Source: an optimization exercise on an open RTL-to-GDS flow (aim: small area, a short achievable clock period and few clock cycles per item). Production flows keep margins and buffers that such runs may drop. Function was checked by simulation only, so behaviour that the tests miss may differ from the original. Power is estimated from default activity; no workload was simulated.

==> flow/design.v (excerpt) <==
module top(clock, reset, DataIn, Go_flag, Found, Ready);
input clock;
input reset;
input [7:0] DataIn;
input Go_flag;
output [31:0] Found;
output Ready;
Match Match_DUT(.clock(clock), .reset(reset), .DataIn(DataIn), .Go_flag(Go_flag), .Found(Found), .Ready(Ready));
endmodule
export LEC_CHECK = 0
export CAP_MARGIN = 20
export CORE_MARGIN = 2
export CORE_UTILIZATION = 30
export CTS_BUF_LIST = sky130_fd_sc_hd__clkbuf_4
export SETUP_SLACK_MARGIN = 1.0
export SLEW_MARGIN = 20
create_clock -name core_clock -period 3.5 [get_ports {clock}]
standard.sh (not shown) runs the stock make flow with config.mk's settings and CLKGATE_MAP_FILE= SYNTH_SCRIPT=/design/flow/synth_recipe.tcl, a recipe that flattens the netlist after the stock synthesis.
==> flow/flow/run.sh <==
#!/bin/bash
# Standard ORFS layout, except: port buffers of a plain buffer cell, resizing
# free to change a cell's footprint, and no half/full-adder cell extraction in
# synthesis (the design has no arithmetic; the extracted cells are slow).
set -euo pipefail
cd "$(dirname "$0")/.."
bash standard.sh MATCH_CELL_FOOTPRINT=0 "BUFFER_PORTS_ARGS=-buffer_cell sky130_fd_sc_hd__buf_1" ADDER_MAP_FILE= finish > standard_flow.log 2>&1
Testbench counts at the start, summed over its fixed seeds: cycles 3,208, chars 3,200.
Change:
CTS_BUF_LIST = sky130_fd_sc_hd__clkbuf_2   (was sky130_fd_sc_hd__clkbuf_4)
SETUP_SLACK_MARGIN = 1.2   (was 1.0)
Clock-buffer cell count is unchanged. Total power shrinks by a few percent. Setup slack gets better by 120 ps. Combinational power rises by a few percent. Wire length went up slightly. Cell area rose by a few percent. Maximum frequency went up by a few percent.
Change:
CTS_BUF_LIST = sky130_fd_sc_hd__clkbuf_4   (was sky130_fd_sc_hd__clkbuf_2)
SETUP_SLACK_MARGIN = 1.4   (was 1.2)
The changed run ran to the end with no violations.
Wire length came out higher by 8.3%.
Count of clock-buffer cells in the layout is unchanged.
Sequential cell count is unchanged.
Change:
CORE_UTILIZATION = 40   (was 30)
SETUP_SLACK_MARGIN = 1.2   (was 1.4)
Result:
- The new run finished clean
- setup slack is worse by 73 ps
- die area goes down by 24%
- via count decreases by 5.2%
- cell area goes down by 15%
- synthesized area does not change
- power came out lower by 4.7%
- utilization is higher by 4.5 points
- clock power came out higher by 9.8%

========
Setup of run A:
top, a different RTL version from the one above (not shown whole).
Size: ~290 cells after synthesis, ~10 flip-flops, about 44 I/O pins, about 1900 sq um of cells after synthesis.
clock: 3.5 ns
lec_check: 0
cap_margin: 20
core_margin: 2
core_utilization: 55
setup_slack_margin: 1.2
slew_margin: 20
==> flow/flow/run.sh <==
#!/bin/bash
# Standard ORFS layout, except: port buffers of a plain buffer cell, resizing
# free to change a cell's footprint, and no half/full-adder cell extraction in
# synthesis (the design has no arithmetic; the extracted cells are slow).
set -euo pipefail
cd "$(dirname "$0")/.."
bash standard.sh MATCH_CELL_FOOTPRINT=0 "BUFFER_PORTS_ARGS=-buffer_cell sky130_fd_sc_hd__buf_2" ADDER_MAP_FILE= finish > standard_flow.log 2>&1
Testbench counts of run A, summed over its fixed seeds: cycles 3,208, chars 3,200.
Setup changes, run A to run B
# run A
export LEC_CHECK = 0
export CAP_MARGIN = 20
export CORE_MARGIN = 2
export CORE_UTILIZATION = 55
export SETUP_SLACK_MARGIN = 1.2
export SLEW_MARGIN = 20
create_clock -name core_clock -period 3.5 [get_ports {clock}]
# run B
export LEC_CHECK = 0
export CAP_MARGIN = 20
export CORE_MARGIN = 2
export CORE_UTILIZATION = 30
export SETUP_SLACK_MARGIN = 1.2
export SLEW_MARGIN = 20
create_clock -name core_clock -period 3.5 [get_ports {clock}]
Findings:
The final reports for run B and run A show wire length of the first global-routing pass lower in the former. Compared with run A, in run B count of placed standard cells in the final layout, fillers left out higher; maximum level of the CTS H-tree roughly the same.
For run C, these inputs were changed with respect to run B:
# run B
export LEC_CHECK = 0
export CAP_MARGIN = 20
export CORE_MARGIN = 2
export CORE_UTILIZATION = 30
export SETUP_SLACK_MARGIN = 1.2
export SLEW_MARGIN = 20
create_clock -name core_clock -period 3.5 [get_ports {clock}]
# run C
export LEC_CHECK = 0
export CAP_MARGIN = 20
export CORE_MARGIN = 2
export CORE_UTILIZATION = 30
export CTS_BUF_LIST = sky130_fd_sc_hd__clkbuf_4
export SETUP_SLACK_MARGIN = 1.2
export SLEW_MARGIN = 20
create_clock -name core_clock -period 3.5 [get_ports {clock}]
Findings:
- [compare] base=run B new=run C: sequential cell count did not really move, non-clock buffer count did not really move.
- Post-detailed-routing wire length grows slightly when moving from run B to run C.
- Going from run B to run C, cell area after layout shrank slightly.
- Compared with run B, run C shows leakage power total that has gone down by a few percent.
- Run B → run C: power density over cell area fell 30 nW/um^2; utilization after layout -0.62 points.
- [compare] base=run B new=run C: synthesized cell count roughly the same; combinational power shows no meaningful change.
The following lists how run D was set up differently from run C:
# run C
export LEC_CHECK = 0
export CAP_MARGIN = 20
export CORE_MARGIN = 2
export CORE_UTILIZATION = 30
export CTS_BUF_LIST = sky130_fd_sc_hd__clkbuf_4
export SETUP_SLACK_MARGIN = 1.2
export SLEW_MARGIN = 20
create_clock -name core_clock -period 3.5 [get_ports {clock}]
# run D
export LEC_CHECK = 0
export CAP_MARGIN = 20
export CORE_MARGIN = 2
export CORE_UTILIZATION = 30
export SETUP_SLACK_MARGIN = 1.0
export SLEW_MARGIN = 20
create_clock -name core_clock -period 3.5 [get_ports {clock}]
==> flow/flow/run.sh <==
#!/bin/bash
# Standard ORFS layout, but with port buffers of a plain buffer cell and
# resizing free to change a cell's footprint.
set -euo pipefail
cd "$(dirname "$0")/.."
bash standard.sh MATCH_CELL_FOOTPRINT=0 "BUFFER_PORTS_ARGS=-buffer_cell sky130_fd_sc_hd__buf_2" finish > standard_flow.log 2>&1
Results
Looking at global placer's final weighted congestion, run D sits 1.5% above run C.
Diff run D and run C: maximum frequency higher in run C
Run D vs. run C: worst voltage drop across the vdd grid went down by about 36%.

[re-timing with driven ports]
Ports are ideal in the flow. The routed layouts listed here were re-timed in OpenROAD. Step 1, drivers: a clkbuf_16 drives clock and a buf_2 each remaining input, both assumed. Step 2 also shifts input and output timing later by t, the mid clock arrival at the registers, as if the neighbouring blocks saw the same clock. Slacks: no drivers / after step 1 / after step 2; pairs: no drivers / after step 1.
run	t, ns	setup slack, ns	latest minus earliest clock arrival (ns)	slew at the worst register clock pin (ns)	pins driven straight from the clock port
the first run of note 1	0.285	1.215 / 1.195 / 1.045	0.005 / 0.005	0.07 / 0.07	1
the second run of note 1	0.274	1.332 / 1.312 / 1.080	0.008 / 0.008	0.11 / 0.11	1
the third run of note 1	0.277	1.392 / 1.373 / 1.188	0.012 / 0.012	0.07 / 0.07	1
the fourth run of note 1	0.291	1.319 / 1.298 / 1.051	0.000 / 0.001	0.07 / 0.07	1
run A	0.300	1.318 / 1.297 / 1.125	0.002 / 0.002	0.07 / 0.07	1
run B	0.257	1.341 / 1.319 / 1.153	0.004 / 0.005	0.05 / 0.05	1
run C	0.284	1.310 / 1.287 / 1.061	0.002 / 0.003	0.07 / 0.07	1
run D	0.259	1.110 / 1.110 / 1.110	0.005 / 0.005	0.05 / 0.05	1
After both steps setup and hold are still met in every run listed. The setup slack of the fourth run of note 1, which loses most, moves by -0.021 ns with the drivers and by -0.268 ns with both steps.
